This design comes from an exercise in tuning for small area, a short achievable clock period and few clock cycles on the open sky130 flow, not from production work.
In this exercise RTL edits were held to simulation tests only and were not proved equivalent to the original.
Power figures rest on the tool's default switching activity, not on a simulated workload.

==> config.mk <==
export PLATFORM = sky130hd
export DESIGN_NAME = ALU
export DESIGN_NICKNAME = ALU
export VERILOG_FILES = /design/flow/design.v
export SDC_FILE = /design/flow/constraint.sdc
export NUM_CORES = 4
export LEC_CHECK = 0
export ABC_AREA = 1
export CAP_MARGIN = 20
export CORE_MARGIN = 2
export CORE_UTILIZATION = 40
export SLEW_MARGIN = 20
==> constraint.sdc <==
create_clock -name core_clock -period 5.0 [get_ports {clk}]
set_input_delay 1.0000 -clock core_clock [delete_from_list [all_inputs] [get_ports {clk}]]
set_output_delay 1.0000 -clock core_clock [all_outputs]
set_load 0.01 [all_outputs]
==> design.v <==
module CLA4b(
    input wire [3:0] A,           
    input wire [3:0] B,           
    input wire cin,               
    output wire [3:0] sum,        
    output wire cout,             
    output wire PG,               
    output wire GG                
);
    wire [3:0] g, p;
    assign g = A & B;
    assign p = A | B;
    wire [2:0] c;
    assign c[0] = g[0] | (p[0] & cin);
    assign c[1] = g[1] | (p[1] & g[0]) | (p[1] & p[0] & cin);
    assign c[2] = g[2] | (p[2] & g[1]) | (p[2] & p[1] & g[0]) | (p[2] & p[1] & p[0] & cin);
    assign cout = g[3] | (p[3] & g[2]) | (p[3] & p[2] & g[1]) | (p[3] & p[2] & p[1] & g[0]) | (p[3] & p[2] & p[1] & p[0] & cin);
    assign sum = A ^ B ^ {c, cin};  
    assign PG = &p;
    assign GG = g[3] | (p[3] & g[2]) | (p[3] & p[2] & g[1]) | (p[3] & p[2] & p[1] & g[0]);
endmodule
module CLA8b(
    input wire [7:0] A,
    input wire [7:0] B,
    input wire cin,
    output wire [15:0] sum
);
    wire [1:0] PG, GG;
    wire C4;
    assign C4 = GG[0] | (PG[0] & cin);
    wire [7:0] add_result;
    CLA4b iAdd [1:0] (.A(A), .B(B), .cin({C4, cin}),
                      .sum(add_result), .cout(), .PG(PG), .GG(GG));
    wire C8;
    assign C8 = GG[1] | (PG[1] & GG[0]) | (PG[1] & PG[0] & cin);
    assign sum = {7'h00, C8, add_result};
endmodule
module CLA16b(
    input wire [15:0] A,
    input wire [15:0] B,
    input wire cin,
    output wire [15:0] sum
);
    wire [3:0] PG, GG;
    wire [2:0] C;
    assign C[0] = GG[0] | (PG[0] & cin);
    assign C[1] = GG[1] | (PG[1] & GG[0]) | (PG[1] & PG[0] & cin);
    assign C[2] = GG[2] | (PG[2] & GG[1]) | (PG[2] & PG[1] & GG[0]) | (PG[2] & PG[1] & PG[0] & cin);
    CLA4b iAdd [3:0] (.A(A), .B(B), .cin({C, cin}),
                      .sum(sum), .cout(), .PG(PG), .GG(GG));
endmodule
module Multiplier8b(
    input wire clk,
    input wire rst_n,
    input wire start,
    input wire [7:0] A,
    input wire [7:0] B,
    input wire [2:0] opcode,
    output reg done,
    output wire [15:0] result
);
    reg [15:0] mul_A0, mul_A1, mul_A2, mul_A3, mul_A4, mul_A5, mul_A6, mul_A7;
    always_ff @(posedge clk) begin
        if(~rst_n) begin
            mul_A0 <= 16'h0;
            mul_A1 <= 16'h0;
            mul_A2 <= 16'h0;
            mul_A3 <= 16'h0;
            mul_A4 <= 16'h0;
            mul_A5 <= 16'h0;
            mul_A6 <= 16'h0;
            mul_A7 <= 16'h0;
        end
        else begin
            mul_A0 <= (B[0]) ? {8'h00, A} : 16'h0;
            mul_A1 <= (B[1]) ? {7'h00, A, 1'h0} : 16'h0;
            mul_A2 <= (B[2]) ? {6'h00, A, 2'h0} : 16'h0;
            mul_A3 <= (B[3]) ? {5'h00, A, 3'h0} : 16'h0;
            mul_A4 <= (B[4]) ? {4'h0, A, 4'h0} : 16'h0;
            mul_A5 <= (B[5]) ? {3'h0, A, 5'h00} : 16'h0;
            mul_A6 <= (B[6]) ? {2'h0, A, 6'h00} : 16'h0;
            mul_A7 <= (B[7]) ? {1'h0, A, 7'h00} : 16'h0;
        end
    end
    wire [15:0] sum_bit01, sum_bit23, sum_bit45, sum_bit67;
    CLA16b iAdd_bit01(.A(mul_A0), .B(mul_A1), .cin(1'b0), .sum(sum_bit01));
    CLA16b iAdd_bit23(.A(mul_A2), .B(mul_A3), .cin(1'b0), .sum(sum_bit23));
    CLA16b iAdd_bit45(.A(mul_A4), .B(mul_A5), .cin(1'b0), .sum(sum_bit45));
    CLA16b iAdd_bit67(.A(mul_A6), .B(mul_A7), .cin(1'b0), .sum(sum_bit67));
    reg [15:0] sum_reg_bit01, sum_reg_bit23, sum_reg_bit45, sum_reg_bit67;
    always_ff @(posedge clk) begin
        if(~rst_n) begin
            sum_reg_bit01 <= 16'h0;
            sum_reg_bit23 <= 16'h0;
            sum_reg_bit45 <= 16'h0;
            sum_reg_bit67 <= 16'h0;
        end
        else begin
            sum_reg_bit01 <= sum_bit01;
            sum_reg_bit23 <= sum_bit23;
            sum_reg_bit45 <= sum_bit45;
            sum_reg_bit67 <= sum_bit67;
        end
    end
    wire [15:0] sum_bit0123, sum_bit4567;
    CLA16b iAdd_bit0123(.A(sum_reg_bit01), .B(sum_reg_bit23), .cin(1'b0), .sum(sum_bit0123));
    CLA16b iAdd_bit4567(.A(sum_reg_bit45), .B(sum_reg_bit67), .cin(1'b0), .sum(sum_bit4567));
    reg [15:0] sum_reg_bit0123, sum_reg_bit4567;
    always_ff @(posedge clk) begin
        if(~rst_n) begin
            sum_reg_bit0123 <= 16'h0;
            sum_reg_bit4567 <= 16'h0;
        end
        else begin
            sum_reg_bit0123 <= sum_bit0123;
            sum_reg_bit4567 <= sum_bit4567;
        end
    end
    CLA16b iAdd_result(.A(sum_reg_bit0123), .B(sum_reg_bit4567), .cin(1'b0), .sum(result));
    reg done3, done2, done1;
    always_ff @(posedge clk) begin
        if(~rst_n) begin
            done3 <= 1'b0;
            done2 <= 1'b0;
            done1 <= 1'b0;
            done <= 1'b0;
        end
        else begin
            done3 <= start & ~done & (opcode == 3'b100);
            done2 <= done3 & ~done;
            done1 <= done2 & ~done;
            done <= done1 & ~done;
        end
    end
endmodule
module ALU(
    input wire clk,
    input wire rst_n,
    input wire [7:0] A,
    input wire [7:0] B,
    input wire start,
    input wire [2:0] opcode,
    output wire [15:0] result,
    output wire done
);
    wire [15:0] add_result, mul_result;
    reg single_cycle_done, multi_cycle_done;
    always_ff @(posedge clk) begin
        if(~rst_n)
            single_cycle_done <= 1'b0;
        else
            single_cycle_done <= (start & (|opcode));
    end
    CLA8b iAdder(.A(A), .B(B), .cin(1'b0), .sum(add_result));
    Multiplier8b iMul(.clk(clk), .rst_n(rst_n), .start(start), .A(A), .B(B), .opcode(opcode),
                      .done(multi_cycle_done), .result(mul_result));
    assign result = opcode[2] ? mul_result : 
                    (opcode[1:0] == 2'b01) ? add_result :
                    (opcode[1:0] == 2'b10) ? {8'h00, A & B} :
                    (opcode[1:0] == 2'b11) ? {8'h00, A ^ B} : 16'h0;
    assign done = opcode[2] ? multi_cycle_done : single_cycle_done;
endmodule
==> run.sh <==
#!/bin/bash
# synth_recipe.tcl (not shown) runs the flow's synth.tcl, then flattens the netlist and writes it again
# the make line also repeats each setting of config.mk as NAME=value (left out here)
make -C /OpenROAD-flow-scripts/flow DESIGN_CONFIG=/design/flow/config.mk WORK_HOME=/design/flow/orfs CLKGATE_MAP_FILE= SYNTH_SCRIPT=/design/flow/synth_recipe.tcl finish
==> qor.yml, run 1 <==
run_status:
  status: "timing/DRC/antenna clean"
synthesis:
  synthCells: 906
  synth_warnings: 2
  syn_area_um2: 7290
  syn_nets: 1059
  async_flop_share_pct: 0
  ys_seq_elements: 134
  netlist-cell-type-count: 40
  synth-seq-area-share_pct: 36.8
  synth_edf_count: 0
  synthFlopType: "dfxtp_1"
  syn_avg_cell_area_um2: 8.05
setup_path:
  r2r.worst_path.cells: 9
  path_depth: 10
  crit_top_cell: "clkdlybuf4s50_1"
  cp_slowest_stage_delay_ns: 0.50
  worstSetupPathType: "input port to output port"
  critPathMaxFanout: 9
  cp.required_ns: 4.00
  r2r_slack_ns: 2.83
  worstPathArrival_ns: 3.53
  path_cells: "clkdlybuf4s50_1, clkinv_1, ha_1, nor2_1, nand3_1, nand2_2, fa_1, a21oi_1, o21ai_0, clkdlybuf4s50_1"
  crit_start: "A[3]"
  regToRegEndpoint: "iMul.sum_reg_bit0123[9]"
  crit_end: "result[4]"
  end_kind: "output port"
  crit_family: "buffers and inverters"
  cpMaxStageDelayCell: "clkdlybuf4s50_1"
  cp-start-kind: "input port"
  worstReg2RegStart: "iMul.sum_reg_bit01[2]"
  path_buf_inv: 3
routing:
  dr.pass1.iters: 4
  wl_um: 14400
  wl_per_cell_um: 12.1
  detail-route-antenna-nets: 0
  drtIter0Drc: 229
  vias: 5300
  drc: 0
  viasPerCell: 4.43
finish:
  areaGrowthSynthToFinish_pct: 16.6
  drive_above_1_share_pct: 6.10
  antennaDiodeCount: 0
  utilization_pct: 47.5
  n_fill_cell: 1749
  nets: 1108
cts:
  cts_tree: "built"
  clockBufferDepth: 2
  cts-resized-gates: 0
  clockRootBuffer: "clkbuf_16"
  cts.clk_slew.worst_paths_ns: 0.05
  clk_latency_ns: 0.41
  ctsHoldBuffers: 0
  cts_made_buffers: 17
  postCtsSetupBuffers: 0
  h-tree-depth: 4
  clkSinkCount: 134
timing:
  maxSlewHeadroom_pct: 46.9
  finalClockSkew_ns: 0.00393
  slew_viol_final: 0
  rsz0062_at_grt: "no"
  tns_ns: 0
  holdWs_ns: 0.408
  fmaxAchievable_mhz: 221
  hold_viol_final: 0
  layout_worst_path_cycle_share_pct: 90.7
  tightestPinTransition_ns: 0.792
  min_period_ns: 4.53
  setup_viol: 0
pwr:
  ir_drop_mv: 0.246
  p_sw_w: 0.000644
  swShare_pct: 24.5
  intPower_w: 0.00199
  sequentialPowerShare_pct: 43.5
  p_per_area_nw_per_um2: 310
  combPwrFrac_pct: 10.8
  p_clk_share_pct: 45.7
  p_leak_nw: 4.29
flow_run:
  cap_violations: 0
placed_design:
  dpl.hpwl_um: 11300
  io_buffer_count: 38
  gp_congestion: 0.879
global_route:
  antenna_found_initial: 0
  first_global_vias: 5042
  grt_pass1_wl_um: 23900
  grt-ovfl-total: 0
  grt_use_total_pct: 15.7
  grt_max_degree: 58
floorplan:
  chipWidth_um: 139
  start_util_pct: 40.7
  die_y_um: 139
  io_pins: 39
  dieArea_um2: 19300
  core_area_um2: 17900
  rows: 49
worst_hold_path:
  holdCritPathClass: "flip-flop to flip-flop"
[worst min path at each step]
stage | start | endpoint | slack (ns) | cells after the start
after global placement | iMul.sum_reg_bit01[0] | iMul.sum_reg_bit0123[0] | 0.39 | 2
after CTS | iMul.mul_A4[4] | iMul.sum_reg_bit45[4] | 0.41 | 2
after detailed placement | iMul.sum_reg_bit01[0] | iMul.sum_reg_bit0123[0] | 0.40 | 2
after floorplan | iMul.sum_reg_bit01[0] | iMul.sum_reg_bit0123[0] | 0.39 | 2
after global routing | iMul.sum_reg_bit01[0] | iMul.sum_reg_bit0123[0] | 0.43 | 2
final | iMul.done2 | iMul.done1 | 0.41 | 2
[cell families (layout without fill, tap and decap cells)]
group | Yosys count | count (layout) | synth area share [%]
AND/OR/NAND/NOR | 325 | 325 | 18.8
buffers and inverters | 216 | 278 | 11.4
flip-flops | 134 | 134 | 36.8
adder cells (fa/ha/maj) | 131 | 131 | 24.4
AO/OA/AOI/OAI | 81 | 81 | 6.36
XOR/XNOR | 19 | 19 | 2.28
[worst min-delay path, delay by kind of cell (launching register included)]
family,cells,cell delay [ns]
flip-flops,1,0.29
buffers and inverters,1,0.04
AND/OR/NAND/NOR,1,0.03
[cells in the mapped netlist, types with 9 or more instances]
cell	n	area (um2)
a21oi_1	45	225
clkinv_1	9	33.8
dfxtp_1	134	2680
fa_1	19	380
ha_1	112	1400
inv_1	193	724
nand2_1	110	413
nand2_2	9	56.3
nand3_1	38	190
nor2_1	143	537
o21ai_0	17	85.1
xnor2_1	12	105
[per-stage QoR]
step / std cells / setup slack [ns] / power (W) / cell area, um2
global placement: 1165 / 0.512 / 0.00145 / 7920
detailed placement: 1165 / 0.483 / 0.00145 / 7920
CTS: 1197 / 0.470 / 0.00266 / 8500
global route: 1197 / 0.274 / 0.00276 / 8500
floorplan: 906 / 1.62 / 0.00135 / 7290
finish: 1197 / 0.466 / 0.00263 / 8500
[layout make-up]
cell class	count	area (um2)	share of cell area (%)
sequential	134	2680	31.6
multi-input combinational	556	3780	44.5
inverter	205	769	9.05
clock inverter	12	128	1.50
tap	229	287	3.37
clock buffer	20	457	5.37
timing repair buffer	41	398	4.68
[placed cells by master (no fill, tap or decap), types with 5 or more instances in the layout]
cell type          n
inv_1            193
nor2_1           143
dfxtp_1          134
ha_1             112
nand2_1          110
a21oi_1           45
nand3_1           38
clkdlybuf4s50_1   37
fa_1              19
o21ai_0           17
clkbuf_16         17
xnor2_1           12
nand2_2            9
clkinv_1           9
nand4_1            7
xor2_1             7
nor3_1             5
[per-layer routing]
layer | routed length [um] | part of all wire (%) | global-route usage [%]
met2 | 6470 | 45 | 25.7
met5 | 0 | 0 | 0
met3 | 541 | 3.7 | 3.87
met4 | 319 | 2.2 | 5.90
met1 | 7120 | 49 | 20.1
[power by group through the flow]
stage                     combinational [W]  clock (W)  sequential (W)
final                              0.000285    0.00120         0.00114
after global placement             0.000283          0         0.00117
after floorplan                    0.000188          0         0.00116
after detailed placement           0.000285          0         0.00117
after CTS                          0.000288    0.00123         0.00115
after global routing               0.000327    0.00129         0.00115
[flip-flops by register name, indices dropped and copies added, names as in the netlist]
name,count
iMul.sum_reg_bit0123,13
iMul.sum_reg_bit23,10
iMul.sum_reg_bit01,10
iMul.mul_A5,8
iMul.mul_A6,8
iMul.mul_A3,8
iMul.mul_A2,8
iMul.mul_A0,8
iMul.mul_A1,8
iMul.sum_reg_bit4567,12
iMul.done3,1
iMul.mul_A7,8
iMul.done2,1
iMul.sum_reg_bit45,10
single_cycle_done,1
iMul.mul_A4,8
iMul.done,1
iMul.done1,1
iMul.sum_reg_bit67,10
Testbench counts, summed over its fixed seeds: cycles 18,025.
==> run 2: changes to the inputs <==
==> design.v (replaced) <==
module ALU(
    input wire clk,
    input wire rst_n,
    input wire [7:0] A,
    input wire [7:0] B,
    input wire start,
    input wire [2:0] opcode,
    output wire [15:0] result,
    output wire done
);
    reg [15:0] P;        
    reg        busy;     
    reg        done_r;
    reg [2:0]  cnt;
    wire mul  = opcode[2];
    wire zero = ~(|A) | ~(|B);
    wire ones = (&A) | (&B);
    wire [7:0] X = busy ? P[15:8] : B;
    wire [7:0] Y = A & {8{~busy | P[0]}};
    wire [8:0] S = {1'b0, X} + {1'b0, Y};
    always @(posedge clk) begin
        if (busy)
            P <= {S, P[7:1]};
        else if (mul)
            P <= zero ? 16'h0000 :
                 ones ? {S[7:0], ~S[7:0]} :
                        {1'b0, A & {8{B[0]}}, B[7:1]};
        else case (opcode[1:0])
            2'b01:   P <= {7'h00, S};
            2'b10:   P <= {8'h00, X & Y};
            2'b11:   P <= {8'h00, X ^ Y};
            default: P <= 16'h0000;
        endcase
    end
    always @(posedge clk) begin
        if (~rst_n) begin
            busy   <= 1'b0;
            done_r <= 1'b0;
        end else begin
            busy   <= start;
            done_r <= start & (busy ? (mul & (cnt == 3'd6)) : (~mul | zero | ones));
        end
        cnt <= busy ? cnt + 3'd1 : 3'd0;
    end
    assign result = P;
    assign done   = done_r;
endmodule
--- a/config.mk
+++ b/config.mk
@@ -9,4 +9,5 @@
 export CAP_MARGIN = 20
 export CORE_MARGIN = 2
 export CORE_UTILIZATION = 40
+export SETUP_SLACK_MARGIN = 2.5
 export SLEW_MARGIN = 20
==> qor.yml, run 2 <==
timing:
  hold_viol_final: 0  # unchanged
  setup_viol: 0  # unchanged
  finalClockSkew_ns: 0.0127  # +0.00873 ns
  tns_ns: 0  # unchanged
  min_period_ns: 2.40  # -2.13 ns
  maxSlewHeadroom_pct: 77.6  # +31 points
  fmaxAchievable_mhz: 417  # +89%
  layout_worst_path_cycle_share_pct: 48.0  # -43 points
  tightestPinTransition_ns: 0.336  # -0.456 ns
  slew_viol_final: 0  # unchanged
  rsz0062_at_grt: "yes"
finish:
  largest_reg_flops: 16  # +3
  antennaDiodeCount: 0  # unchanged
  drive_above_1_share_pct: 24.4  # +18 points
  final_common_cell: "nand2_1"
  top_register: "P"
  final_cell_mix: "nand2_1, nor2_1, inv_1"
  areaGrowthSynthToFinish_pct: 42.9
  nets: 382  # -66%
  largestRegisters: "P: 16 flops, cnt: 3 flops"
synthesis:
  synth-seq-area-share_pct: 24.1  # -13 points
  synth_top_cell_area_share_pct: 24.1  # -13 points
  synthCells: 291  # -68%
  synth_warnings: 1  # -1
  synth-compound-area-share_pct: 14.6  # +8.2 points
  netlist_top_cells_area: "dfxtp_1, nand2_1, nor2_1, inv_1, ha_1"
  ys_seq_elements: 21  # -84%
  synth_edf_count: 0  # unchanged
  yosys-top-cells-count: "nand2_1, nor2_1, inv_1"
  syn_nets: 324  # -69%
  synthMuxAreaShare_pct: 0  # unchanged
  syn_area_um2: 1750  # -76%
  syn_avg_cell_area_um2: 6.00  # -25%
  async_flop_share_pct: 0  # unchanged
  synthFlopType: "dfxtp_1"
  yosysTopAreaCell: "dfxtp_1"
  synth_simple_gate_area_share_pct: 40.5  # +22 points
  synthAdderAreaFrac_pct: 8.31  # -16 points
  netlist-cell-type-count: 33  # -18%
  synth_top_family_by_area: "simple AND/OR/NAND/NOR gates"
  synthMostInstantiatedCell: "nand2_1"
  synth_xor_area_share_pct: 2.01  # -0.28 points
worst_hold_path:
  hold_end: "cnt[0]"
  hold_depth: 1  # -1
  min-delay-start: "cnt[0]"
  holdCritPathClass: "flip-flop to flip-flop"
placed_design:
  dpl.hpwl_um: 4340  # -62%
  gp_congestion: 0.901  # +2.5%
  io_buffer_count: 38  # unchanged
run_status:
  status: "timing/DRC/antenna clean"
floorplan:
  io_pins: 39  # unchanged
  start_util_pct: 40.7  # -0.063 points
  core_area_um2: 4290  # -76%
  chipWidth_um: 70.1  # -50%
  die_y_um: 70.1  # -50%
  dieArea_um2: 4910  # -75%
  rows: 24  # -51%
routing:
  dr.pass1.iters: 5  # +1
  wl_um: 6100  # -58%
  wl_per_cell_um: 15.3  # +26%
  viasPerCell: 5.31  # +20%
  vias: 2125  # -60%
  drtIter0Drc: 178  # -22%
  drc: 0  # unchanged
  detail-route-antenna-nets: 0  # unchanged
cts:
  cts_made_buffers: 3  # -14
  clockRootBuffer: "clkbuf_8"
  clk_latency_ns: 0.27  # -0.14 ns
  cts_tree: "built"
  h-tree-depth: 1  # -3
  clockBufferDepth: 2  # unchanged
  cts.clk_slew.worst_paths_ns: 0.08  # +0.03 ns
  clkSinkCount: 21  # -84%
global_route:
  first_global_vias: 2047  # -59%
  grt_use_total_pct: 25.6  # +9.9 points
  grt_max_degree: 29  # -50%
  antenna_found_initial: 0  # unchanged
  grt_pass1_wl_um: 9890  # -59%
  grt-ovfl-total: 0  # unchanged
setup_path:
  cp.required_ns: 5.16  # +1.16 ns
  worstSetupPathType: "input port to flip-flop"
  cp-start-kind: "input port"
  regToRegEndpoint: "P[7]"
  critPathMaxFanout: 4  # -5
  worstReg2RegStart: "busy"
  r2r.worst_path.cells: 14  # +5
  r2r_slack_ns: 2.66  # -0.17 ns
  worstPathArrival_ns: 2.56  # -0.97 ns
  end_kind: "flip-flop"
pwr:
  p_leak_nw: 1.20  # -72%
  p_per_area_nw_per_um2: 230  # -26%
  ir_drop_mv: 0.0944  # -62%
  p_total_w: 0.000574  # -78%
flow_run:
  cap_violations: 0  # unchanged
==> run 2: area by class of cell <==
class | count | area (um2)
Multi-Input combinational cell | 224 | 1310
Inverter | 40 | 150
Tap cell | 52 | 65.1
Clock inverter | 1 | 5.00
Timing Repair Buffer | 59 | 500
Sequential cell | 21 | 420
Fill cell | 440 | 1800
Clock buffer | 3 | 41.3
==> run 2: worst max-delay path, stage by stage <==
cell	delay, ns
buf_2	0.12
inv_2	0.06
o21ai_1	0.06
ha_2	0.19
fa_2	0.36
nand2_2	0.08
nand3_2	0.08
nand3b_1	0.12
nand2_1	0.09
nand2_2	0.11
nand3_2	0.08
a21oi_2	0.15
a21oi_2	0.06
==> run 2: cells by family (layout without fill, tap and decap cells) <==
group / count (synthesis) / after routing
buffers and inverters: 46 / 103
and+or+nand+nor: 164 / 164
xor gates and xnor gates: 4 / 4
AOI/OAI and AO/OA: 45 / 45
adders and majority gates: 11 / 11
DFF: 21 / 21
==> run 2: what timing repair did <==
| item | CTS | global route |
|---|---|---|
| resized for setup | 42 | 34 |
| buffers inserted | 16 | 3 |
| gates cloned | 0 | 0 |
| pin swaps | 17 | 11 |
| hold buffers | 0 | 0 |
| setup endpoints to repair | 15 | 13 |
==> run 2: through the flow <==
| stage | setup WS, ns | hold WS, ns | instances | instance area, um2 | utilization (%) |
|---|---|---|---|---|---|
| 2_1_floorplan | 2.55 | 0.417 | 291 | 1750 | - |
| 3_3_place_gp | 1.67 | 0.435 | 377 | 2180 | 50.7 |
| 3_5_place_dp | 1.70 | 0.442 | 377 | 2180 | 50.7 |
| 4_1_cts | 2.50 | 0.461 | 397 | 2410 | 56.1 |
| 5_1_grt | 2.49 | 0.480 | 400 | 2500 | 58.1 |
| 6_report | 2.60 | 0.452 | 400 | 2500 | 58.1 |
==> run 2: routing by layer <==
metal	GRT usage [%]	part of all wire [%]	vias up
met3	5.19	6.6	15
met2	43.3	49	89
met1	32.8	43	980
met4	7.48	2.0	0
li1	-	-	1041
met5	0	0	-
==> run 2: how the worst max path moves through the flow <==
stage,depth (start not counted),endpoint,start
after floorplan,12,P[6],B[0]
after global placement,12,P[5],B[1]
after detailed placement,12,P[7],B[1]
after CTS,12,P[5],B[1]
after global routing,15,P[4],B[0]
final,13,P[6],B[0]
==> run 2: power breakdown <==
group / switching, W / internal (W) / total, W
Sequential: 0.00000985 / 0.000185 / 0.000195
Combinational: 0.000141 / 0.000118 / 0.000259
Clock: 0.0000647 / 0.0000557 / 0.000120
Total: 0.000215 / 0.000359 / 0.000574
Testbench counts of run 2, summed over its fixed seeds: cycles 16,520.
==> run 3: changes to the inputs <==
--- a/config.mk
+++ b/config.mk
@@ -9,5 +9,5 @@
 export CAP_MARGIN = 20
 export CORE_MARGIN = 2
 export CORE_UTILIZATION = 40
-export SETUP_SLACK_MARGIN = 2.5
+export SETUP_SLACK_MARGIN = 2.9
 export SLEW_MARGIN = 20
==> qor.yml, run 3 <==
run_status:
  status: "timing/DRC/antenna clean"
setup_path:
  end_kind: "flip-flop"
  critPathMaxFanout: 3  # -1
  worstPathArrival_ns: 2.58  # +0.02 ns
  cpMaxStageDelayCell: "fa_2"
  path_cells: "buf_12, inv_12, o21ai_4, ha_4, fa_2, nand2_2, nand3_2, nand3b_1, nand2_2, a21oi_2, o21ai_2, nand2_1, nand3_1"
  cp_slowest_stage_delay_ns: 0.37  # about the same
  crit_top_cell: "nand2_2"
  crit_family: "simple AND/OR/NAND/NOR gates"
  path_buf_inv: 2  # unchanged
  worstSetupPathType: "input port to flip-flop"
  cp-start-kind: "input port"
  cp.required_ns: 5.16  # about the same
finish:
  areaGrowthSynthToFinish_pct: 62.5
  nets: 389  # +1.8%
  drive_above_1_share_pct: 35.5  # +11 points
  final_common_cell: "nand2_1"
  final_cell_mix: "nand2_1, nor2_1, inv_1"
  top_register: "P"
  instances_no_fill: 407  # +1.8%
  largestRegisters: "P: 16 flops, cnt: 3 flops"
  final_area_um2: 2840  # +14%
  antennaDiodeCount: 0  # unchanged
  largest_reg_flops: 16  # unchanged
synthesis:
  synth_edf_count: 0  # unchanged
  synth-seq-area-share_pct: 24.1  # unchanged
  netlist_top_cells_area: "dfxtp_1, nand2_1, nor2_1, inv_1, ha_1"
  synth_top_cell_area_share_pct: 24.1  # unchanged
  synth_warnings: 1  # unchanged
  synthCells: 291  # unchanged
  syn_avg_cell_area_um2: 6.00  # unchanged
  ys_seq_elements: 21  # unchanged
  synthMostInstantiatedCell: "nand2_1"
  syn_nets: 324  # unchanged
  yosys-top-cells-count: "nand2_1, nor2_1, inv_1"
  async_flop_share_pct: 0  # unchanged
  synthFlopType: "dfxtp_1"
  syn_area_um2: 1750  # unchanged
  yosysTopAreaCell: "dfxtp_1"
  netlist-cell-type-count: 33  # unchanged
cts:
  clockBufferDepth: 2  # unchanged
  cts.clk_slew.worst_paths_ns: 0.08  # about the same
  ctsHoldBuffers: 0  # unchanged
  clockRootBuffer: "clkbuf_8"
  cts_tree: "built"
  clk_latency_ns: 0.27  # about the same
  cts_made_buffers: 3  # unchanged
  clkSinkCount: 21  # unchanged
  h-tree-depth: 1  # unchanged
timing:
  rsz0062_at_grt: "yes"
  tightestPinTransition_ns: 0.337  # +0.000602 ns
  finalClockSkew_ns: 0.00393  # -0.00874 ns
  hold_viol_final: 0  # unchanged
  setup_viol: 0  # unchanged
  layout_worst_path_cycle_share_pct: 48.3  # +0.33 points
  holdWs_ns: 0.455  # +0.00332 ns
  slew_viol_final: 0  # unchanged
  min_period_ns: 2.42  # +0.0166 ns
  maxSlewHeadroom_pct: 77.5  # -0.098 points
  tns_ns: 0  # unchanged
  fmaxAchievable_mhz: 414  # -0.69%
floorplan:
  rows: 24  # unchanged
  die_y_um: 70.1  # unchanged
  dieArea_um2: 4910  # unchanged
  chipWidth_um: 70.1  # unchanged
  start_util_pct: 40.7  # unchanged
  io_pins: 39  # unchanged
  core_area_um2: 4290  # unchanged
pwr:
  p_total_w: 0.000604  # +5.1%
  p_per_area_nw_per_um2: 213  # -7.5%
  ir_drop_mv: 0.0989  # +4.7%
  p_leak_nw: 1.38  # +16%
global_route:
  antenna_found_initial: 0  # unchanged
  grt-ovfl-total: 0  # unchanged
  grt_max_degree: 15  # -48%
  grt_pass1_wl_um: 10300  # +3.8%
  first_global_vias: 2093  # +2.2%
  grt_use_total_pct: 26.7  # +1.1 points
routing:
  vias: 2152  # +1.3%
  detail-route-antenna-nets: 0  # unchanged
  drc: 0  # unchanged
  wl_per_cell_um: 15.6  # +2.5%
  wl_um: 6370  # +4.3%
  dr.pass1.iters: 4  # -1
  viasPerCell: 5.29  # -0.47%
  drtIter0Drc: 148  # -17%
worst_hold_path:
  holdCritPathClass: "flip-flop to flip-flop"
placed_design:
  dpl.hpwl_um: 4240  # -2.3%
  io_buffer_count: 38  # unchanged
  gp_congestion: 0.894  # -0.77%
  dp.cells: 377  # unchanged
  dpl_cell_area_um2: 2210  # +1.3%
flow_run:
  cap_violations: 0  # unchanged
run 3: final timing paths:
| check | startpoint | endpoint | slack [ns] | depth (start not counted) |
|---|---|---|---|---|
| worst max-delay path | B[0] | P[8] | 2.58 | 13 |
| worst min register to register | P[5] | P[4] | 0.45 | 2 |
| worst max register to register | busy | P[8] | 2.70 | 14 |
| worst min-delay path | P[5] | P[4] | 0.45 | 2 |
run 3: what timing repair did:
| item | CTS | global route |
|---|---|---|
| pin swaps | 40 | 17 |
| setup buffers | 20 | 3 |
| endpoints found under the setup margin | 34 | 17 |
| cloned | 3 | 0 |
| resized for setup | 147 | 18 |
run 3: power by group:
group / total (W) / switching, W / leakage [nW] / internal (W)
registers: 0.000194 / 0.00000928 / 0.175 / 0.000185
clock network: 0.000118 / 0.0000621 / 0.0255 / 0.0000557
logic: 0.000292 / 0.000160 / 1.18 / 0.000132
run 3: cell type report:
cell class / count / area (um2)
Timing Repair Buffer: 65 / 643
Fill cell: 386 / 1460
Clock inverter: 1 / 5.00
Multi-Input combinational cell: 225 / 1490
Clock buffer: 3 / 41.3
Inverter: 40 / 168
Tap cell: 52 / 65.1
Sequential cell: 21 / 424
run 3: layer usage:
| metal | vias to the layer above | global-route usage (%) | wire [um] | share of wire [%] |
|---|---|---|---|---|
| met1 | 993 | 35.6 | 2670 | 42 |
| met5 | - | 0 | 0 | 0 |
| li1 | 1056 | - | - | - |
| met2 | 85 | 43.6 | 3030 | 48 |
| met4 | 0 | 12.2 | 182 | 2.9 |
| met3 | 18 | 2.60 | 479 | 7.5 |
run 3: logic make-up (layout without fill, tap and decap cells):
logic type               after synthesis  count (layout)  synth area share [%]
flip-flops                            21              21                  24.1
XOR/XNOR                               4               4                  2.01
buffers and inverters                 46             109                  10.5
AND/OR/NAND/NOR                      164             165                  40.5
adder cells (fa/ha/maj)               11              11                  8.31
AO/OA/AOI/OAI                         45              45                  14.6
run 3: worst reg2reg max path: cells and delay by family (launching register included):
family	cells	cell delay [ns]
AND/OR/NAND/NOR	7	0.66
adder cells (fa/ha/maj)	2	0.54
flip-flops	1	0.36
AO/OA/AOI/OAI	3	0.34
buffers and inverters	2	0.28
run 3: per-stage QoR:
stage	util [%]	worst slack, ns
after floorplan	-	2.59
after global placement	51.4	1.71
after detailed placement	51.4	1.71
after CTS	63.5	2.59
after global routing	66.1	2.51
final	66.1	2.58
==> run 4: changes to the inputs <==
--- a/config.mk
+++ b/config.mk
@@ -5,9 +5,9 @@
 export SDC_FILE = /design/flow/constraint.sdc
 export NUM_CORES = 4
 export LEC_CHECK = 0
-export ABC_AREA = 1
+export ABC_AREA = 0
 export CAP_MARGIN = 20
 export CORE_MARGIN = 2
 export CORE_UTILIZATION = 40
-export SETUP_SLACK_MARGIN = 2.9
+export SETUP_SLACK_MARGIN = 2.5
 export SLEW_MARGIN = 20
==> qor.yml, run 4 <==
setup_path:
  crit_family: "compound AO/OA/AOI/OAI gates"
  cp_slowest_stage_delay_ns: 0.33  # -0.04 ns
  worstSetupPathType: "input port to flip-flop"
  path_cells: "buf_12, mux2_4, ha_4, fa_2, a21o_1, a21oi_2, buf_4, xor2_2, nor2_2, a31oi_1, o22ai_1"
  critPathMaxFanout: 3  # unchanged
  worstPathArrival_ns: 2.94  # +0.36 ns
  cp.required_ns: 5.13  # -0.03 ns
  cpMaxStageDelayCell: "fa_2"
  path_buf_inv: 2  # unchanged
  cp-start-kind: "input port"
  end_kind: "flip-flop"
routing:
  drtIter0Drc: 209  # +41%
  wl_um: 5500  # -14%
  vias: 1801  # -16%
  detail-route-antenna-nets: 0  # unchanged
  viasPerCell: 6.04  # +14%
  drc: 0  # unchanged
  wl_per_cell_um: 18.5  # +18%
  dr.pass1.iters: 4  # unchanged
synthesis:
  syn_nets: 235  # -27%
  yosysTopAreaCell: "dfxtp_1"
  synth_edf_count: 0  # unchanged
  netlist_top_cells_area: "dfxtp_1, mux2_2, ha_1, a21oi_1, xnor2_1"
  ys_seq_elements: 21  # unchanged
  synth-seq-area-share_pct: 25.6  # +1.5 points
  synth_warnings: 1  # unchanged
  synthMostInstantiatedCell: "dfxtp_1"
  async_flop_share_pct: 0  # unchanged
  synth_top_cell_area_share_pct: 25.6  # +1.5 points
  synthFlopType: "dfxtp_1"
  yosys-top-cells-count: "dfxtp_1, nor2_1, a21oi_1"
  synthCells: 202  # -31%
  syn_area_um2: 1640  # -6.0%
  netlist-cell-type-count: 44  # +33%
  syn_avg_cell_area_um2: 8.13  # +35%
floorplan:
  io_pins: 39  # unchanged
  die_y_um: 68.1  # -2.9%
  core_area_um2: 3970  # -7.5%
  start_util_pct: 41.3  # +0.66 points
  dieArea_um2: 4630  # -5.7%
  rows: 23  # -4.2%
  chipWidth_um: 68.1  # -2.9%
cts:
  cts_tree: "built"
  ctsHoldBuffers: 0  # unchanged
  clk_latency_ns: 0.26  # about the same
  cts_made_buffers: 3  # unchanged
  cts.clk_slew.worst_paths_ns: 0.08  # about the same
  clkSinkCount: 21  # unchanged
  clockBufferDepth: 2  # unchanged
  h-tree-depth: 1  # unchanged
  clockRootBuffer: "clkbuf_8"
timing:
  slew_viol_final: 0  # unchanged
  tightestPinTransition_ns: 0.769  # +0.432 ns
  fmaxAchievable_mhz: 356  # -14%
  hold_viol_final: 0  # unchanged
  layout_worst_path_cycle_share_pct: 56.2  # +7.8 points
  rsz0062_at_grt: "yes"
  maxSlewHeadroom_pct: 48.6  # -29 points
  min_period_ns: 2.81  # +0.392 ns
  setup_viol: 0  # unchanged
  finalClockSkew_ns: 0.00271  # -0.00121 ns
  tns_ns: 0  # unchanged
finish:
  nets: 282  # -28%
  top_register: "P"
  areaGrowthSynthToFinish_pct: 44.4
  final_common_cell: "dfxtp_1"
  seqCellArea_um2: 420  # -0.89%
  drive_above_1_share_pct: 29.4  # -6.1 points
  antennaDiodeCount: 0  # unchanged
  final_cell_mix: "dfxtp_1, clkdlybuf4s50_1, nor2_1, buf_4, nand2_1"
  n_fill_cell: 341  # -12%
  largestRegisters: "P: 16 flops, cnt: 3 flops"
  largest_reg_flops: 16  # unchanged
  multi_input_area_um2: 1340  # -9.9%
  utilization_pct: 59.7  # -6.4 points
placed_design:
  gp_congestion: 0.894  # about the same
  dpl.hpwl_um: 3750  # -11%
  io_buffer_count: 38  # unchanged
global_route:
  grt-ovfl-total: 0  # unchanged
  grt_max_degree: 24  # +9
  grt_use_total_pct: 25.3  # -1.4 points
  grt_pass1_wl_um: 8660  # -16%
  first_global_vias: 1775  # -15%
  antenna_found_initial: 0  # unchanged
pwr:
  p_per_area_nw_per_um2: 256  # +20%
  ir_drop_mv: 0.134  # +35%
  p_leak_nw: 0.947  # -32%
worst_hold_path:
  holdCritPathClass: "flip-flop to flip-flop"
flow_run:
  cap_violations: 0  # unchanged
run_status:
  status: "timing/DRC/antenna clean"
## run 4: cell types whose count changed in the layout (fill, tap and decap cells not counted), moves of 8 or more
| cell | delta |
|---|---|
| inv_2 | -8 |
| nor2_1 | -17 |
| inv_1 | -26 |
| clkdlybuf4s50_1 | +17 |
| nand3_2 | -8 |
| mux2_2 | +8 |
| nand2_2 | -18 |
| nand3_1 | -9 |
| nand2_1 | -59 |
| dlygate4sd2_1 | -12 |
## run 4: cell type report
class	instances	area share, %
well taps	50	2.64
flip-flops and latches	21	17.7
multi-input cells	166	56.7
repair buffers	53	20.4
inverters	4	0.633
clock buffers	3	1.74
clock inverters	1	0.211
## run 4: final timing paths
path	startpoint	to	slack, ns	depth (start not counted)
setup / recovery	B[0]	P[12]	2.19	11
hold / removal	cnt[0]	cnt[0]	0.48	1
setup reg to reg	busy	P[12]	2.28	11
hold reg to reg	cnt[0]	cnt[0]	0.48	1
## run 4: stage by stage
stage | area [um2] | worst slack [ns] | std cells | power, W | hold slack [ns]
global placement | 2080 | 1.23 | 280 | 0.000429 | 0.409
detailed placement | 2080 | 1.19 | 280 | 0.000429 | 0.470
finish | 2370 | 2.19 | 298 | 0.000607 | 0.480
global route | 2370 | 2.13 | 298 | 0.000640 | 0.510
floorplan | 1690 | 1.93 | 202 | 0.000343 | 0.402
CTS | 2310 | 2.16 | 295 | 0.000586 | 0.483
## run 4: power breakdown
group	total, W	internal (W)	switching (W)
Clock	0.000117	0.0000557	0.0000614
Combinational	0.000294	0.000157	0.000137
Sequential	0.000196	0.000186	0.0000101
Total	0.000607	0.000399	0.000208
## run 4: logic make-up after synthesis
logic type / share of synthesized area, %
AND/OR/NAND/NOR: 23.2
AO/OA/AOI/OAI: 23.9
flip-flops: 25.6
buffers and inverters: 3.66
multiplexers: 8.92
XOR/XNOR: 5.87
adder cells (fa/ha/maj): 8.84
## run 4: worst register-to-register path, stage by stage, from the launching register on
cell,delay [ns]
dfxtp_1,0.35
buf_4,0.32
mux2_4,0.35
ha_4,0.17
fa_2,0.33
a21o_1,0.17
a21oi_2,0.19
buf_4,0.15
xor2_2,0.18
nor2_2,0.07
a31oi_1,0.20
o22ai_1,0.10
## run 4: what timing repair did
action / in CTS / in global routing
resized for setup: 62 / 13
pin swaps: 24 / 14
setup buffers: 11 / 3
endpoints found under the setup margin: 16 / 13
cloned: 0 / 0
## run 4: metal layers
layer  routed length [um]  GRT usage, %  vias to the layer above
li1                     -             -                      849
met1                 2310          33.3                      850
met2                 2670          42.4                       94
met3                  451          3.13                        8
met4                   73          9.25                        0
met5                    0             0                        -
==> run 5: changes to the inputs <==
==> flow/run.sh (new file) <==
#!/bin/bash
# The standard layout, with the port buffers made from small buffers
# (sky130_fd_sc_hd__buf_2) instead of the delay buffers buffer_ports picks.
set -euo pipefail
export BUFFER_PORTS_ARGS="-buffer_cell sky130_fd_sc_hd__buf_2"
bash standard.sh > standard.log 2>&1
==> standard.sh (new file) <==
#!/bin/bash
# synth_recipe.tcl (not shown) runs the flow's synth.tcl, then flattens the netlist and writes it again
# the make line also repeats each setting of config.mk as NAME=value (left out here)
make -C /OpenROAD-flow-scripts/flow DESIGN_CONFIG=/design/flow/config.mk WORK_HOME=/design/flow/orfs CLKGATE_MAP_FILE= SYNTH_SCRIPT=/design/flow/synth_recipe.tcl "${@:-finish}"
--- a/config.mk
+++ b/config.mk
@@ -5,7 +5,7 @@
 export SDC_FILE = /design/flow/constraint.sdc
 export NUM_CORES = 4
 export LEC_CHECK = 0
-export ABC_AREA = 0
+export ABC_AREA = 1
 export CAP_MARGIN = 20
 export CORE_MARGIN = 2
 export CORE_UTILIZATION = 40
removed: run.sh
==> qor.yml, run 5 <==
synthesis:
  async_flop_share_pct: 0  # unchanged
  yosysTopAreaCell: "dfxtp_1"
  syn_avg_cell_area_um2: 6.00  # -26%
  synth-compound-area-share_pct: 14.6  # -9.2 points
  synth_simple_gate_area_share_pct: 40.5  # +17 points
  synth_top_cell_area_share_pct: 24.1  # -1.5 points
  synthCells: 291  # +44%
  netlist-cell-type-count: 33  # -25%
  synth_top_family_by_area: "simple AND/OR/NAND/NOR gates"
  syn_nets: 324  # +38%
  synthMostInstantiatedCell: "nand2_1"
  yosys-top-cells-count: "nand2_1, nor2_1, inv_1"
  synth_edf_count: 0  # unchanged
  synth_xor_area_share_pct: 2.01  # -3.9 points
  synthMuxAreaShare_pct: 0  # -8.9 points
  synthAdderAreaFrac_pct: 8.31  # -0.53 points
  synth_warnings: 1  # unchanged
  ys_seq_elements: 21  # unchanged
  netlist_top_cells_area: "dfxtp_1, nand2_1, nor2_1, inv_1, ha_1"
  syn_area_um2: 1750  # +6.4%
  synth-seq-area-share_pct: 24.1  # -1.5 points
  synthFlopType: "dfxtp_1"
pwr:
  ir_drop_mv: 0.110  # -18%
  sequentialPowerShare_pct: 37.6  # +5.2 points
  swShare_pct: 38.4  # +4.1 points
  p_leak_nw: 1.15  # +21%
  p_sw_w: 0.000200  # -4.0%
  intPower_w: 0.000321  # -20%
  combPwrFrac_pct: 39.7  # -8.7 points
  p_clk_share_pct: 22.8  # +3.5 points
  p_per_area_nw_per_um2: 236  # -8.0%
cts:
  clk_latency_ns: 0.26  # about the same
  clockRootBuffer: "clkbuf_8"
  h-tree-depth: 1  # unchanged
  ctsHoldBuffers: 0  # unchanged
  cts.clk_slew.worst_paths_ns: 0.09  # about the same
  clockBufferDepth: 2  # unchanged
  cts_made_buffers: 3  # unchanged
  clkSinkCount: 21  # unchanged
  cts_tree: "built"
floorplan:
  core_area_um2: 4290  # +8.1%
  io_pins: 39  # unchanged
  chipWidth_um: 70.1  # +3.0%
  rows: 24  # +4.3%
  die_y_um: 70.1  # +3.0%
  start_util_pct: 40.7  # -0.66 points
  dieArea_um2: 4910  # +6.0%
timing:
  maxSlewHeadroom_pct: 71.5  # +23 points
  hold_viol_final: 0  # unchanged
  tightestPinTransition_ns: 0.425  # -0.344 ns
  setup_viol: 0  # unchanged
  rsz0062_at_grt: "yes"
  finalClockSkew_ns: 0.00303  # +0.000319 ns
  layout_worst_path_cycle_share_pct: 48.6  # -7.6 points
  fmaxAchievable_mhz: 412  # +16%
  setup_ws_ns: 2.57  # +0.380 ns
  tns_ns: 0  # unchanged
  slew_viol_final: 0  # unchanged
  min_period_ns: 2.43  # -0.380 ns
finish:
  top_register: "P"
  antennaDiodeCount: 0  # unchanged
  nets: 370  # +31%
  drive_above_1_share_pct: 25.6  # -3.8 points
  largestRegisters: "P: 16 flops, cnt: 3 flops"
  largest_reg_flops: 16  # unchanged
  final_cell_mix: "nand2_1, nor2_1, buf_2"
  final_common_cell: "nand2_1"
  areaGrowthSynthToFinish_pct: 26.5
flow_run:
  cap_violations: 0  # unchanged
setup_path:
  critPathMaxFanout: 3  # unchanged
  cpMaxStageDelayCell: "fa_2"
  cp-start-kind: "input port"
  crit_family: "adder cells"
  r2r_slack_ns: 2.70  # +0.42 ns
  path_cells: "buf_8, inv_4, o21ai_2, ha_2, fa_2, nand2_2, nand3_2, nand3b_1, nand2_2, nand2_2, nand3_2, a21oi_2, a21oi_2"
  end_kind: "flip-flop"
  worstPathArrival_ns: 2.59  # -0.35 ns
  cp.required_ns: 5.16  # +0.03 ns
  worstSetupPathType: "input port to flip-flop"
  path_depth: 13  # +2
  regToRegEndpoint: "P[6]"
  r2r.worst_path.cells: 14  # +3
  crit_top_cell: "nand2_2"
  path_buf_inv: 2  # unchanged
  cp_slowest_stage_delay_ns: 0.38  # +0.05 ns
  worstReg2RegStart: "busy"
placed_design:
  dpl.hpwl_um: 4300  # +15%
  io_buffer_count: 38  # unchanged
  place_ws_ns: 1.95  # +0.758 ns
  gp_congestion: 0.956  # +7.0%
worst_hold_path:
  hold_end: "cnt[0]"
  min-delay-start: "cnt[0]"
  hold_depth: 1  # unchanged
  holdCritPathClass: "flip-flop to flip-flop"
routing:
  vias: 1992  # +11%
  detail-route-antenna-nets: 0  # unchanged
  wl_um: 5620  # +2.1%
  dr.pass1.iters: 4  # unchanged
  viasPerCell: 5.13  # -15%
  drtIter0Drc: 125  # -40%
  drc: 0  # unchanged
  wl_per_cell_um: 14.5  # -22%
global_route:
  antenna_found_initial: 0  # unchanged
  grt-ovfl-total: 0  # unchanged
  grt.busiest_layer: "met2"
  first_global_vias: 1920  # +8.2%
  grt_use_met3_pct: 2.31  # -0.82 points
  gr-usage-met2_pct: 36.3  # -6.1 points
  grt_use_met1_pct: 32.8  # -0.53 points
  grt_use_total_pct: 23.2  # -2.2 points
  grt_pass1_wl_um: 9100  # +5.1%
  grt_max_degree: 30  # +25%
run_status:
  status: "timing/DRC/antenna clean"
[run 5: changes by cell type in the layout (fill, tap and decap cells not counted), moves of 6 or more]
| cell | change |
|---|---|
| nand2_1 | +73 |
| buf_2 | +34 |
| inv_1 | +32 |
| nor2_1 | +25 |
| clkdlybuf4s50_1 | -20 |
| nand3_1 | +14 |
| buf_4 | -9 |
| dlygate4sd2_1 | -9 |
| mux2_2 | -8 |
| and2_1 | -6 |
| ha_4 | -6 |
| nand4_1 | -6 |
[run 5: kinds of logic after synthesis]
group           count (synthesis)
compound gates                 45
xor+xnor                        4
simple gates                  164
buf+inv                        46
flops                          21
fa+ha+maj                      11
[run 5: power by group through the flow]
stage | registers [W] | clock network (W) | logic, W
after global placement | 0.000198 | 0 | 0.000187
after floorplan | 0.000205 | 0 | 0.000116
after global routing | 0.000198 | 0.000130 | 0.000231
after CTS | 0.000195 | 0.000121 | 0.000189
final | 0.000195 | 0.000118 | 0.000207
after detailed placement | 0.000199 | 0 | 0.000185
[run 5: how the worst max path moves through the flow]
stage	slack [ns]	start	endpoint
floorplan	2.55	B[0]	P[6]
global placement	2.07	busy	P[3]
detailed placement	1.95	busy	P[6]
CTS	2.51	B[0]	P[6]
global route	2.46	B[0]	P[6]
finish	2.57	B[0]	P[6]
[run 5: per-layer routing]
metal / wire (um) / up-vias / part of all wire (%)
met5: 0 / - / 0
met4: 98 / 0 / 1.7
met3: 332 / 10 / 5.9
met2: 2570 / 72 / 46
met1: 2620 / 892 / 47
li1: - / 1018 / -
[run 5: final cells by class]
type                       count  area [um2]
tap                           52        65.1
multi-input combinational    224        1220
sequential                    21         424
timing repair inverter         1        5.00
timing repair buffer          46         297
clock inverter                 1        5.00
fill                         449        2080
clock buffer                   3        41.3
inverter                      40         156
[run 5: metrics by stage]
stage / hold slack, ns / util [%] / cells / total power (W) / area (um2)
after global placement: 0.433 / 46.1 / 376 / 0.000385 / 1980
after CTS: 0.458 / 48.0 / 383 / 0.000505 / 2060
after floorplan: 0.417 / - / 291 / 0.000321 / 1750
after detailed placement: 0.441 / 46.1 / 376 / 0.000383 / 1980
final: 0.457 / 51.5 / 388 / 0.000520 / 2210
after global routing: 0.483 / 51.5 / 388 / 0.000559 / 2210
[run 5: timing repair]
action | CTS | global route
cloned | 1 | 1
resized for setup | 5 | 29
pin swaps | 2 | 9
setup endpoints to repair | 15 | 12
setup buffers | 2 | 4
==> run 6: changes to the inputs <==
--- a/config.mk
+++ b/config.mk
@@ -9,5 +9,6 @@
 export CAP_MARGIN = 20
 export CORE_MARGIN = 2
 export CORE_UTILIZATION = 40
+export CTS_BUF_LIST = sky130_fd_sc_hd__clkbuf_8
 export SETUP_SLACK_MARGIN = 2.5
 export SLEW_MARGIN = 20
==> qor.yml, run 6 <==
run_status:
  status: "timing/DRC/antenna clean"
routing:
  viasPerCell: 5.13  # unchanged
  routed-wl-met2_um: 2570  # unchanged
  drc: 0  # unchanged
  vias: 1992  # unchanged
  wl_per_cell_um: 14.5  # unchanged
  drtIter0Drc: 125  # unchanged
  wl_um: 5620  # unchanged
  wl_met1_um: 2620  # unchanged
  detail-route-antenna-nets: 0  # unchanged
  met3WireLength_um: 332  # unchanged
  highest_layer: "met4"
  dr.pass1.iters: 4  # unchanged
setup_path:
  worstSetupPathType: "input port to flip-flop"
  worstPathArrival_ns: 2.59  # about the same
  regToRegEndpoint: "P[6]"
  worstReg2RegStart: "busy"
  cp-start-kind: "input port"
  cp.required_ns: 5.16  # about the same
  end_kind: "flip-flop"
  crit_start: "B[0]"
  crit_end: "P[6]"
  r2r_slack_ns: 2.70  # about the same
  r2r.worst_path.cells: 14  # unchanged
  critPathMaxFanout: 3  # unchanged
timing:
  rsz0062_at_grt: "yes"
  fmaxAchievable_mhz: 412  # unchanged
  holdWs_ns: 0.457  # unchanged
  maxSlewHeadroom_pct: 71.5  # unchanged
  setup_viol: 0  # unchanged
  hold_viol_final: 0  # unchanged
  finalClockSkew_ns: 0.00303  # unchanged
  tightestPinTransition_ns: 0.425  # unchanged
  min_period_ns: 2.43  # unchanged
  layout_worst_path_cycle_share_pct: 48.6  # unchanged
  slew_viol_final: 0  # unchanged
  tns_ns: 0  # unchanged
synthesis:
  synth_warnings: 1  # unchanged
  synth_top_cell_area_share_pct: 24.1  # unchanged
  yosysTopAreaCell: "dfxtp_1"
  ys_seq_elements: 21  # unchanged
  syn_nets: 324  # unchanged
  synthFlopType: "dfxtp_1"
  synthMostInstantiatedCell: "nand2_1"
  async_flop_share_pct: 0  # unchanged
  netlist_top_cells_area: "dfxtp_1, nand2_1, nor2_1, inv_1, ha_1"
  yosys-top-cells-count: "nand2_1, nor2_1, inv_1"
  netlist-cell-type-count: 33  # unchanged
  synth-seq-area-share_pct: 24.1  # unchanged
  synthCells: 291  # unchanged
  syn_area_um2: 1750  # unchanged
  synth_edf_count: 0  # unchanged
  syn_avg_cell_area_um2: 6.00  # unchanged
finish:
  final_common_cell: "nand2_1"
  instances_no_fill: 388  # unchanged
  largestRegisters: "P: 16 flops, cnt: 3 flops"
  antennaDiodeCount: 0  # unchanged
  nets: 370  # unchanged
  final_cell_mix: "nand2_1, nor2_1, buf_2"
  drive_above_1_share_pct: 25.6  # unchanged
  largest_reg_flops: 16  # unchanged
  areaGrowthSynthToFinish_pct: 26.5  # unchanged
  top_register: "P"
cts:
  clk_latency_ns: 0.26  # about the same
  cts.clk_slew.worst_paths_ns: 0.09  # about the same
  cts_tree: "built"
  clkSinkCount: 21  # unchanged
  clockBufferDepth: 2  # unchanged
  cts_made_buffers: 3  # unchanged
  h-tree-depth: 1  # unchanged
  clockRootBuffer: "clkbuf_8"
floorplan:
  die_y_um: 70.1  # unchanged
  rows: 24  # unchanged
  io_pins: 39  # unchanged
  core_area_um2: 4290  # unchanged
  start_util_pct: 40.7  # unchanged
  chipWidth_um: 70.1  # unchanged
  dieArea_um2: 4910  # unchanged
global_route:
  antenna_found_initial: 0  # unchanged
  grt_pass1_wl_um: 9100  # unchanged
  first_global_vias: 1920  # unchanged
  grt_max_degree: 30  # unchanged
  grt-ovfl-total: 0  # unchanged
  grt_use_total_pct: 23.2  # unchanged
pwr:
  p_leak_nw: 1.15  # unchanged
  p_total_w: 0.000520  # unchanged
  p_per_area_nw_per_um2: 236  # unchanged
  ir_drop_mv: 0.110  # unchanged
flow_run:
  cap_violations: 0  # unchanged
placed_design:
  dpl.hpwl_um: 4300  # unchanged
  io_buffer_count: 38  # unchanged
  gp_congestion: 0.956  # unchanged
  dp.cells: 376  # unchanged
worst_hold_path:
  holdCritPathClass: "flip-flop to flip-flop"
## run 6: cell counts in the layout (fill, tap and decap cells not counted)
No cell type changed its count.
## run 6: area by class of cell
type                       instances  area [um2]
fill                             449        2080
multi-input combinational        224        1220
sequential                        21         424
timing repair buffer              46         297
inverter                          40         156
tap                               52        65.1
clock buffer                       3        41.3
clock inverter                     1        5.00
timing repair inverter             1        5.00
## run 6: power breakdown
part	switching, W	internal (W)
sequential	0.0000105	0.000185
combinational	0.000126	0.0000800
clock	0.0000628	0.0000556
total	0.000200	0.000321
## run 6: metal layers
metal	GRT usage (%)	up-vias
met5	0	-
met4	8.97	0
met3	2.31	10
met2	36.3	72
met1	32.8	892
li1	-	1018
## run 6: cells by family (layout without fill, tap and decap cells)
family | after synthesis | count (layout) | share of synthesized area [%]
xor+xnor | 4 | 4 | 2.01
simple gates | 164 | 164 | 40.5
fa+ha+maj | 11 | 11 | 8.31
buf+inv | 46 | 91 | 10.5
flops | 21 | 21 | 24.1
compound gates | 45 | 45 | 14.6
## run 6: per-stage QoR
| step | worst slack (ns) | utilization (%) | cell area [um2] |
|---|---|---|---|
| floorplan | 2.55 | - | 1750 |
| global placement | 2.07 | 46.1 | 1980 |
| detailed placement | 1.95 | 46.1 | 1980 |
| CTS | 2.51 | 48.0 | 2060 |
| global route | 2.46 | 51.5 | 2210 |
| finish | 2.57 | 51.5 | 2210 |
## run 6: critical path, cell delays in order
cell      delay [ns]
buf_8           0.10
inv_4           0.04
o21ai_2         0.06
ha_2            0.21
fa_2            0.38
nand2_2         0.09
nand3_2         0.08
nand3b_1        0.16
nand2_2         0.08
nand2_2         0.09
nand3_2         0.08
a21oi_2         0.16
a21oi_2         0.06
## run 6: repair_timing
action | 4_1_cts | 5_1_grt
setup buffers | 2 | 4
setup endpoints to repair | 15 | 12
gates resized for setup | 5 | 29
hold buffers | 0 | 0
cloned | 1 | 1
pin swaps | 2 | 9
endpoints found under the hold margin | 0 | 0
## run 6: how the worst min path moves through the flow
stage          depth (start not counted)      to  startpoint  slack (ns)
6_report                               1  cnt[0]      cnt[0]        0.46
5_1_grt                                1  cnt[0]      cnt[0]        0.48
4_1_cts                                2    P[4]        P[5]        0.46
3_5_place_dp                           2    P[4]        P[5]        0.44
3_3_place_gp                           1  cnt[0]      cnt[0]        0.43
2_1_floorplan                          1  cnt[0]      cnt[0]        0.42
==> run 7: changes to the inputs <==
==> config.mk (replaced) <==
export PLATFORM = sky130hd
export DESIGN_NAME = ALU
export DESIGN_NICKNAME = ALU
export VERILOG_FILES = /design/flow/design.v
export SDC_FILE = /design/flow/constraint.sdc
export NUM_CORES = 4
export LEC_CHECK = 0
export ABC_AREA = 0
export ABC_CLOCK_PERIOD_IN_PS = 1500
export CAP_MARGIN = 20
export CORE_MARGIN = 2
export CORE_UTILIZATION = 40
export SETUP_SLACK_MARGIN = 2.5
export SLEW_MARGIN = 20
==> qor.yml, run 7 <==
setup_path:
  path_depth: 11  # -2
  cp-start-kind: "input port"
  cp.required_ns: 5.13  # -0.03 ns
  worstSetupPathType: "input port to flip-flop"
  critPathMaxFanout: 3  # unchanged
  worstPathArrival_ns: 3.00  # +0.41 ns
  path_buf_inv: 2  # unchanged
  crit_start: "B[0]"
  cpMaxStageDelayCell: "fa_2"
  r2r_slack_ns: 2.34  # -0.36 ns
  path_cells: "buf_12, mux2_4, ha_4, fa_2, a21o_1, a21oi_4, buf_4, xor2_4, nor2_4, a31oi_1, o22ai_1"
  r2r.worst_path.cells: 8  # -6
  end_kind: "flip-flop"
  crit_family: "compound AO/OA/AOI/OAI gates"
  cp_slowest_stage_delay_ns: 0.33  # -0.05 ns
  regToRegEndpoint: "P[8]"
  worstReg2RegStart: "busy"
  crit_end: "P[12]"
finish:
  largestRegisters: "P: 16 flops, cnt: 3 flops"
  final_common_cell: "buf_2"
  largest_reg_flops: 16  # unchanged
  areaGrowthSynthToFinish_pct: 37.0
  final_cell_mix: "buf_2, dfxtp_1, buf_4"
  n_fill_cell: 363  # -19%
  drive_above_1_share_pct: 40.0  # +14 points
  instances_no_fill: 300  # -23%
  nets: 284  # -23%
  antennaDiodeCount: 0  # unchanged
  top_register: "P"
  utilization_pct: 56.6  # +5.2 points
global_route:
  grt_max_degree: 18  # -40%
  grt-ovfl-total: 0  # unchanged
  antenna_found_initial: 0  # unchanged
  grt_pass1_wl_um: 8260  # -9.3%
  first_global_vias: 1653  # -14%
  grt_use_total_pct: 24.2  # +1.1 points
timing:
  fmaxAchievable_mhz: 349  # -15%
  hold_viol_final: 0  # unchanged
  setup_viol: 0  # unchanged
  tightestPinTransition_ns: 0.843  # +0.418 ns
  maxSlewHeadroom_pct: 43.6  # -28 points
  setup_ws_ns: 2.13  # -0.439 ns
  finalClockSkew_ns: 0.00144  # -0.00159 ns
  min_period_ns: 2.87  # +0.439 ns
  rsz0062_at_grt: "yes"
  layout_worst_path_cycle_share_pct: 57.3  # +8.8 points
  tns_ns: 0  # unchanged
  slew_viol_final: 0  # unchanged
cts:
  cts_tree: "built"
  clk_latency_ns: 0.27  # about the same
  clockBufferDepth: 2  # unchanged
  cts.clk_slew.worst_paths_ns: 0.08  # about the same
  clkSinkCount: 21  # unchanged
  clockRootBuffer: "clkbuf_8"
  ctsHoldBuffers: 0  # unchanged
  h-tree-depth: 1  # unchanged
  cts_made_buffers: 3  # unchanged
routing:
  vias: 1786  # -10%
  drtIter0Drc: 173  # +38%
  wl_um: 5550  # -1.1%
  wl_per_cell_um: 18.5  # +28%
  detail-route-antenna-nets: 0  # unchanged
  dr.pass1.iters: 4  # unchanged
  drc: 0  # unchanged
  viasPerCell: 5.95  # +16%
floorplan:
  start_util_pct: 41.3  # +0.66 points
  dieArea_um2: 4630  # -5.7%
  io_pins: 39  # unchanged
  core_area_um2: 3970  # -7.5%
  chipWidth_um: 68.1  # -2.9%
  rows: 23  # -4.2%
  die_y_um: 68.1  # -2.9%
synthesis:
  yosysTopAreaCell: "dfxtp_1"
  syn_nets: 235  # -27%
  netlist_top_cells_area: "dfxtp_1, mux2_2, ha_1, a21oi_1, xnor2_1"
  synth_warnings: 1  # unchanged
  yosys-top-cells-count: "dfxtp_1, nor2_1, a21oi_1"
  synthCells: 202  # -31%
  synthFlopType: "dfxtp_1"
  synth_top_cell_area_share_pct: 25.6  # +1.5 points
  syn_avg_cell_area_um2: 8.13  # +35%
  synthMostInstantiatedCell: "dfxtp_1"
  ys_seq_elements: 21  # unchanged
  netlist-cell-type-count: 44  # +33%
  synth_edf_count: 0  # unchanged
  async_flop_share_pct: 0  # unchanged
  syn_area_um2: 1640  # -6.0%
  synth-seq-area-share_pct: 25.6  # +1.5 points
placed_design:
  dp.cells: 280  # -26%
  io_buffer_count: 38  # unchanged
  gp_congestion: 0.924  # -3.4%
  dpl.hpwl_um: 3650  # -15%
  place_ws_ns: 1.74  # -0.210 ns
pwr:
  p_per_area_nw_per_um2: 267  # +13%
  p_leak_nw: 0.944  # -18%
  p_clk_share_pct: 19.9  # -2.9 points
  sequentialPowerShare_pct: 32.8  # -4.8 points
  p_sw_w: 0.000218  # +9.1%
  ir_drop_mv: 0.131  # +20%
  intPower_w: 0.000383  # +19%
  swShare_pct: 36.3  # -2.1 points
  combPwrFrac_pct: 47.4  # +7.7 points
flow_run:
  cap_violations: 0  # unchanged
run_status:
  status: "timing/DRC/antenna clean"
worst_hold_path:
  holdCritPathClass: "flip-flop to flip-flop"
==> run 7: power groups by stage <==
| stage | Combinational [W] | Clock, W | Sequential, W |
|---|---|---|---|
| 2_1_floorplan | 0.000135 | 0 | 0.000207 |
| 3_3_place_gp | 0.000203 | 0 | 0.000201 |
| 3_5_place_dp | 0.000203 | 0 | 0.000201 |
| 4_1_cts | 0.000244 | 0.000121 | 0.000197 |
| 5_1_grt | 0.000307 | 0.000129 | 0.000200 |
| 6_report | 0.000284 | 0.000119 | 0.000197 |
==> run 7: worst reg2reg max path: stages, from the launching register on <==
cell and delay (ns):
dfxtp_4 0.44, buf_4 0.23, mux2_2 0.35, ha_1 0.45, a21oi_1 0.31, o21ai_4 0.13
a211oi_2 0.26, o22ai_1 0.12, mux2_4 0.26
==> run 7: how the worst min path moves through the flow <==
stage / from / end / slack, ns / depth (start not counted)
6_report: cnt[0] / cnt[0] / 0.44 / 1
5_1_grt: cnt[0] / cnt[0] / 0.48 / 1
4_1_cts: cnt[0] / cnt[0] / 0.44 / 1
3_5_place_dp: cnt[0] / cnt[0] / 0.42 / 1
3_3_place_gp: cnt[0] / cnt[0] / 0.42 / 1
2_1_floorplan: cnt[0] / cnt[0] / 0.40 / 1
==> run 7: cell type report <==
cell class / instances / area (um2) / area share [%]
timing repair buffer: 55 / 340 / 15.1
tap: 50 / 62.6 / 2.78
inverter: 4 / 15.0 / 0.668
sequential: 21 / 424 / 18.9
clock buffer: 3 / 41.3 / 1.84
clock inverter: 1 / 7.51 / 0.334
multi-input combinational: 166 / 1360 / 60.4
==> run 7: cell families after synthesis <==
logic type,count (synthesis),share of synthesized area (%)
and+or+nand+nor,71,23.2
AOI/OAI and AO/OA,60,23.9
DFF,21,25.6
buffers and inverters,15,3.66
muxes,13,8.92
xor gates and xnor gates,11,5.87
adders and majority gates,11,8.84
==> run 7: metrics by stage <==
step                cell area [um2]  hold slack (ns)  total power (W)
CTS                            2120            0.443         0.000562
finish                         2250            0.440         0.000600
global route                   2250            0.480         0.000637
global placement               1890            0.417         0.000404
detailed placement             1890            0.423         0.000403
floorplan                      1690            0.402         0.000343
==> run 7: metal layers <==
layer,up-vias,track usage [%],share of wire (%)
met5,-,0,0
met4,0,8.00,2.3
met3,14,2.80,5.6
met2,71,39.7,50
met1,859,33.0,42
li1,842,-,-
==> run 7: timing repair <==
action / 4_1_cts / 5_1_grt
pin swaps: 17 / 13
resized for setup: 16 / 17
setup buffers: 10 / 6
setup endpoints to repair: 13 / 12

[afterwards: timing with drivers on the ports]
In the flow no input, the clock included, has a driving cell. The finished layouts below were timed again as built, in two steps. Step 1 assumes that a clkbuf_16 drives the clock port and a buf_2 every other input. Step 2 also shifts input and output timing later by t, the mid clock arrival at the registers, as if the neighbouring blocks saw the same clock. Slacks: no drivers / after step 1 / after step 2; pairs: no drivers / after step 1.
run | t, ns | slack for setup (ns) | latest minus earliest clock arrival (ns) | worst slew at a driven data input, ns
run 1 | 0.450 | 0.466 / 0.439 / 0.439 | 0.007 / 0.007 | 0.04
run 2 | 0.292 | 2.600 / 2.607 / 2.315 | 0.013 / 0.013 | 0.03
run 3 | 0.294 | 2.584 / 2.562 / 2.268 | 0.004 / 0.004 | 0.06
run 4 | 0.293 | 2.192 / 2.174 / 1.881 | 0.002 / 0.003 | 0.06
run 5 | 0.289 | 2.571 / 2.559 / 2.269 | 0.003 / 0.003 | 0.05
run 6 | 0.289 | 2.571 / 2.559 / 2.269 | 0.003 / 0.003 | 0.05
run 7 | 0.297 | 2.133 / 2.101 / 1.804 | 0.001 / 0.002 | 0.08
After both steps setup and hold are still met in every run listed. The setup slack of run 7, which loses most, moves by -0.032 ns with the drivers and by -0.329 ns with both steps.
